This design comes from an exercise in tuning for small area and a short achievable clock period on the open sky130 flow, not from production work. Function was checked by simulation only, so behaviour that the tests miss may differ from the original.

Design wb_lms, start of the top module:
module wb_lms (
    input  wire        Clk,
    input  wire        Rst,
    input  wire        wb_cyc_i,
    input  wire        wb_stb_i,
    input  wire        wb_we_i,
    input  wire [31:0] wb_adr_i,
    input  wire [15:0] wb_dat_i,
    output reg  [15:0] wb_dat_o,
    output reg         wb_ack_o,
    output reg         irq_o
);
clock: 10.0 ns
lec_check: 0
abc_area: 1
cap_margin: 20
core_margin: 2
core_utilization: 55
setup_slack_margin: 2
slew_margin: 20
standard.sh (not shown) runs the stock make flow with config.mk's settings and CLKGATE_MAP_FILE= SYNTH_SCRIPT=/design/flow/synth_recipe.tcl, a recipe that flattens the netlist after the stock synthesis.
==> flow/flow/run.sh <==
#!/bin/bash
# Standard synthesis, then full adders flipped to drop the inverters between them, then the
# standard layout from the floorplan on.
set -euo pipefail
R=$PWD/orfs/results/$FLOW_PLATFORM/wb_lms/base
bash standard.sh "$R/1_2_yosys.v" > synth.log 2>&1
python3 flow/fixinv.py "$R/1_2_yosys.v" "$R/1_2_yosys.fixed.v" > fixinv.log 2>&1
cp "$R/1_2_yosys.v" "$R/1_2_yosys.orig.v"
mv "$R/1_2_yosys.fixed.v" "$R/1_2_yosys.v"
touch "$R/1_2_yosys.v"
bash standard.sh > layout.log 2>&1
==> flow/flow/fixinv.py <==
#!/usr/bin/env python3
"""Push inverters through full adders in a Yosys netlist.

A full adder is self-dual: FA(~a,~b,~c) = (~sum, ~cout). The adder extraction of the
standard synthesis leaves many inverters between full adders; this script chooses, for
every full adder, whether it works on inverted signals, so that as few inverters as
possible remain, and rewrites the netlist with only those inverters.
usage: fixinv.py in.v out.v
"""
import re, sys, random

src = open(sys.argv[1]).read()
inst_re = re.compile(r'^  (sky130_fd_sc_hd__\w+) (\S+) +\(\n((?:    \.\w+\([^\n]*\),?\n)+)  \);\n', re.M)
pin_re = re.compile(r'    \.(\w+)\((.*)\),?$')
cells = []  # [type, name, [(pin, net)], span]
for m in inst_re.finditer(src):
    pins = [pin_re.match(l).groups() for l in m.group(3).rstrip('\n').split('\n')]
    cells.append([m.group(1), m.group(2), pins, m.span()])

ninst = len(re.findall(r'^  sky130_fd_sc_hd__\w+ ', src, re.M))
if ninst != len(cells) or re.search(r'^\s*assign ', src, re.M):
    print(f"netlist not understood ({ninst} instances, {len(cells)} parsed); left as it is", file=sys.stderr)
    open(sys.argv[2], "w").write(src)
    sys.exit(0)
OUTP = {'X', 'Y', 'Q', 'Q_N', 'SUM', 'COUT', 'HI', 'LO'}
mod_m = re.search(r'^module \w+\((.*?)\);', src, re.M | re.S)
ports = set()
for m in re.finditer(r'^\s*(input|output)\s+(\[\d+:\d+\]\s+)?(\S+);', src, re.M):
    ports.add(m.group(3))
def base_name(n):
    n = n.strip()
    if n.startswith('\\'):
        return n.split(' ')[0][1:]
    return re.sub(r'\[\d+\]$', '', n)
def is_port(n):
    return base_name(n) in ports

def is_inv(t):
    return re.match(r'sky130_fd_sc_hd__(clk)?inv_\d+$', t) is not None
def is_fa(t):
    return re.match(r'sky130_fd_sc_hd__fa_\d+$', t) is not None

driver = {}
inv_of = {}  # out net -> in net for collapsible inverters
for ci, (t, name, pins, span) in enumerate(cells):
    for p, n in pins:
        if p in OUTP:
            driver[n.strip()] = ci
for ci, (t, name, pins, span) in enumerate(cells):
    if is_inv(t):
        d = dict(pins)
        o, a = d['Y'].strip(), d['A'].strip()
        if not is_port(o):
            inv_of[o] = a

def resolve(n):
    c = 0
    while n in inv_of:
        n = inv_of[n]; c ^= 1
    return n, c

flip = [0] * len(cells)
def is_x(t):
    return re.match(r'sky130_fd_sc_hd__x(n)?or2_1$', t) is not None
fa_ids = [ci for ci, c in enumerate(cells) if is_fa(c[0])]
x_ids = [ci for ci, c in enumerate(cells) if is_x(c[0])]
# consumer pins: (ci, pin, base, c)
cons = []
for ci, (t, name, pins, span) in enumerate(cells):
    if ci in () or (is_inv(t) and dict(pins)['Y'].strip() in inv_of):
        continue
    for pi, (p, n) in enumerate(pins):
        if p in OUTP: continue
        n = n.strip()
        if n.startswith("1'b") or n == '': continue
        b, c = resolve(n)
        cons.append((ci, pi, b, c))
by_base = {}
by_cell = {}
for k, (ci, pi, b, c) in enumerate(cons):
    by_base.setdefault(b, []).append(k)
    by_cell.setdefault(ci, []).append(k)
def f_drv(b):
    d = driver.get(b)
    return flip[d] if d is not None else 0
isfa = [is_fa(c[0]) for c in cells]
def need(k):
    ci, pi, b, c = cons[k]
    return c ^ (flip[ci] if isfa[ci] else 0) ^ f_drv(b)
ninv = {}
for b, ks in by_base.items():
    ninv[b] = sum(need(k) for k in ks)
def cost():
    return sum(1 for v in ninv.values() if v > 0)
start = cost()
outs_of = {ci: [n.strip() for p, n in cells[ci][2] if p in OUTP] for ci in fa_ids + x_ids}
def affected(ci):
    ks = set(by_cell.get(ci, [])) if isfa[ci] else set()
    for o in outs_of[ci]:
        ks.update(by_base.get(o, []))
    return ks
def do_flip(ci):
    ks = affected(ci)
    bases = set(cons[k][2] for k in ks)
    before = sum(1 for b in bases if ninv[b] > 0)
    for k in ks: ninv[cons[k][2]] -= need(k)
    flip[ci] ^= 1
    for k in ks: ninv[cons[k][2]] += need(k)
    after = sum(1 for b in bases if ninv[b] > 0)
    return after - before
import math
fl_ids = fa_ids + x_ids
random.seed(1)
cur = cost()
best = cur; bestflip = flip[:]
T = 2.0
nmoves = 400000
for it in range(nmoves):
    ci = random.choice(fl_ids)
    d = do_flip(ci)
    if d <= 0 or random.random() < math.exp(-d / T):
        cur += d
        if cur < best:
            best = cur; bestflip = flip[:]
    else:
        do_flip(ci)
    T = max(0.02, 2.0 * (1 - it / nmoves))
for ci in fl_ids:
    if flip[ci] != bestflip[ci]:
        do_flip(ci)
end = cost()
print(f"inverters: {len(inv_of)} collapsible, nets needing one before {start}, after {end}", file=sys.stderr)

# rewrite
newinv = {}
def esc(n):
    return n + ' ' if n.startswith('\\') else n
def inv_net(b):
    if b not in newinv:
        newinv[b] = f"_fixinv{len(newinv)}_"
    return newinv[b]
pieces = []
last = 0
for ci, (t, name, pins, span) in enumerate(cells):
    pieces.append(src[last:span[0]])
    last = span[1]
    if is_inv(t) and dict(pins)['Y'].strip() in inv_of:
        continue
    ks = {cons[k][1]: k for k in by_cell.get(ci, [])}
    lines = []
    for pi, (p, n) in enumerate(pins):
        if pi in ks:
            k = ks[pi]
            b = cons[k][2]
            n = inv_net(b) if need(k) else esc(b)
        if is_x(t) and flip[ci] and p in ('X', 'Y'):
            p = 'Y' if p == 'X' else 'X'
        lines.append(f"    .{p}({n})")
    if is_x(t) and flip[ci]:
        t = t.replace('xnor2', 'XOR2') if 'xnor2' in t else t.replace('xor2', 'xnor2')
        t = t.replace('XOR2', 'xor2')
    pieces.append(f"  {t} {name} (\n" + ",\n".join(lines) + "\n  );\n")
pieces.append(src[last:])
out = "".join(pieces)
decl = "".join(f"  wire {v};\n" for v in newinv.values())
# inv_2 has the area of inv_1: use it where an inverter drives more than two pins
nfo = {}
for k in range(len(cons)):
    if need(k):
        nfo[cons[k][2]] = nfo.get(cons[k][2], 0) + 1
def invcell(b):
    return "inv_2" if nfo.get(b, 0) > 2 else "inv_1"
cellsv = "".join(f"  sky130_fd_sc_hd__{invcell(b)} _fixinvc{i}_ (\n    .A({esc(b)}),\n    .Y({v})\n  );\n" for i, (b, v) in enumerate(newinv.items()))
k = out.rfind("endmodule")
out = out[:k] + cellsv + out[k:]
# declarations after the module header
m = re.search(r'^module \w+\(.*?\);\n', out, re.M | re.S)
out = out[:m.end()] + decl + out[m.end():]
open(sys.argv[2], "w").write(out)
Edit:
--- a/flow/flow/run.sh
+++ b/flow/flow/run.sh
@@ -3 +3,2 @@
-# standard layout from the floorplan on.
+# standard layout from the floorplan on, with a clock tree of small buffers and no dummy loads, and
+# small port buffers.
@@ -10,0 +12,2 @@
+export CTS_ARGS="-sink_clustering_enable -repair_clock_nets -dont_use_dummy_load -buf_list {sky130_fd_sc_hd__clkbuf_4 sky130_fd_sc_hd__clkbuf_8}"
+export BUFFER_PORTS_ARGS="-buffer_cell sky130_fd_sc_hd__buf_2"
--- a/flow/config.mk
+++ b/flow/config.mk
@@ -12 +12 @@
-export SETUP_SLACK_MARGIN = 2
+export SETUP_SLACK_MARGIN = 3.0
Effect:
- The changed run completed with no timing, DRC or antenna violations
- via count rises by 4.3%
- final cell count grows by 3.5%
- setup slack gains 0.75 ns
- global-route usage rose by 2.3 points
- routed wire length grows by 8.3%
- non-clock buffer count came out higher by 241
Edit:
--- a/flow/flow/run.sh
+++ b/flow/flow/run.sh
@@ -3,2 +3 @@
-# standard layout from the floorplan on, with a clock tree of small buffers and no dummy loads, and
-# small port buffers.
+# standard layout from the floorplan on, with a clock tree of small buffers and no dummy loads.
@@ -13 +11,0 @@
-export BUFFER_PORTS_ARGS="-buffer_cell sky130_fd_sc_hd__buf_2"
--- a/flow/flow/fixinv.py
+++ b/flow/flow/fixinv.py
@@ -87 +87,2 @@
-def need(k):
+isx = [is_x(c[0]) for c in cells]
+def rawneed(k):
@@ -89,0 +91,5 @@
+def need(k):
+    # an xor/xnor absorbs an inverted input by changing its type (see the rewrite)
+    if isx[cons[k][0]]:
+        return 0
+    return rawneed(k)
@@ -149,0 +156,8 @@
+    swap = 0
+    if is_x(t):
+        swap = flip[ci]
+        for k in by_cell.get(ci, []):
+            swap ^= rawneed(k)
+    if swap:
+        t = t.replace('xnor2', 'XOR2') if 'xnor2' in t else t.replace('xor2', 'xnor2')
+        t = t.replace('XOR2', 'xor2')
@@ -156 +170 @@
-        if is_x(t) and flip[ci] and p in ('X', 'Y'):
+        if swap and p in ('X', 'Y'):
@@ -159,3 +172,0 @@
-    if is_x(t) and flip[ci]:
-        t = t.replace('xnor2', 'XOR2') if 'xnor2' in t else t.replace('xor2', 'xnor2')
-        t = t.replace('XOR2', 'xor2')
--- a/flow/config.mk
+++ b/flow/config.mk
@@ -12 +12 @@
-export SETUP_SLACK_MARGIN = 3.0
+export SETUP_SLACK_MARGIN = 2.4
Maximum frequency goes down by 7.0%. Critical path depth stays the same. Final area fell by 4.6%. Die area barely changes. Cell count shrinks by 3.1%. Wire length shrinks by 7.1%. Setup slack gets worse by 0.52 ns. Non-clock buffer count is lower by 184.
Edit:
--- a/flow/flow/fixinv.py
+++ b/flow/flow/fixinv.py
@@ -87,2 +87 @@
-isx = [is_x(c[0]) for c in cells]
-def rawneed(k):
+def need(k):
@@ -91,5 +89,0 @@
-def need(k):
-    # an xor/xnor absorbs an inverted input by changing its type (see the rewrite)
-    if isx[cons[k][0]]:
-        return 0
-    return rawneed(k)
@@ -156,8 +149,0 @@
-    swap = 0
-    if is_x(t):
-        swap = flip[ci]
-        for k in by_cell.get(ci, []):
-            swap ^= rawneed(k)
-    if swap:
-        t = t.replace('xnor2', 'XOR2') if 'xnor2' in t else t.replace('xor2', 'xnor2')
-        t = t.replace('XOR2', 'xor2')
@@ -170 +156 @@
-        if swap and p in ('X', 'Y'):
+        if is_x(t) and flip[ci] and p in ('X', 'Y'):
@@ -172,0 +159,3 @@
+    if is_x(t) and flip[ci]:
+        t = t.replace('xnor2', 'XOR2') if 'xnor2' in t else t.replace('xor2', 'xnor2')
+        t = t.replace('XOR2', 'xor2')
--- a/flow/config.mk
+++ b/flow/config.mk
@@ -12 +12 @@
-export SETUP_SLACK_MARGIN = 2.4
+export SETUP_SLACK_MARGIN = 2
=> Worst setup slack gets worse by 0.33 ns; fmax decreases by a few percent; final area decreases slightly; area after synthesis is about the same; final cell count decreases slightly; non-clock buffer count decreases by 57; register-to-register slack gets worse by 0.33 ns; routed wire length decreases slightly; count of clock-buffer cells in the layout is unchanged.
Edit:
--- a/flow/flow/run.sh
+++ b/flow/flow/run.sh
@@ -3 +3,2 @@
-# standard layout from the floorplan on, with a clock tree of small buffers and no dummy loads.
+# standard layout from the floorplan on, with a clock tree of small buffers and no dummy loads, and
+# small port buffers.
@@ -11,0 +13 @@
+export BUFFER_PORTS_ARGS="-buffer_cell sky130_fd_sc_hd__buf_2"
Result: Worst setup slack is worse by 0.020 ns; global-route usage goes down by 0.13 points; maximum frequency barely changes; count of clock-buffer cells in the layout increases by 3; die area is unchanged; synthesized area is unchanged.

-- port drivers added, routing unchanged --
In the flow no input, the clock included, has a driving cell. The finished layouts below were timed again as built, in two steps. Step 1 sets driving cells, clkbuf_16 on the clock port and buf_2 on the other inputs (assumed; they add their load-dependent delay and slew). Step 2 moves the port delays by t, midway between the first and last clock arrival at a register: inputs arrive t later, outputs are due t later. That takes back most of the time a late clock gives input paths. a / b / c = ideal ports / drivers / drivers and shift; a / b = the first two.
run | t, ns | slack for setup (ns) | cell pins on the clock port's net
the first run | 0.691 | 2.304 / 2.304 / 2.304 | 1
the second run | 0.800 | 3.055 / 3.055 / 3.055 | 1
the third run | 0.792 | 2.530 / 2.530 / 2.530 | 1
the fourth run | 0.783 | 2.204 / 2.204 / 2.204 | 1
the fifth run | 0.784 | 2.184 / 2.184 / 2.184 | 1
After both steps every run listed still meets setup and hold.
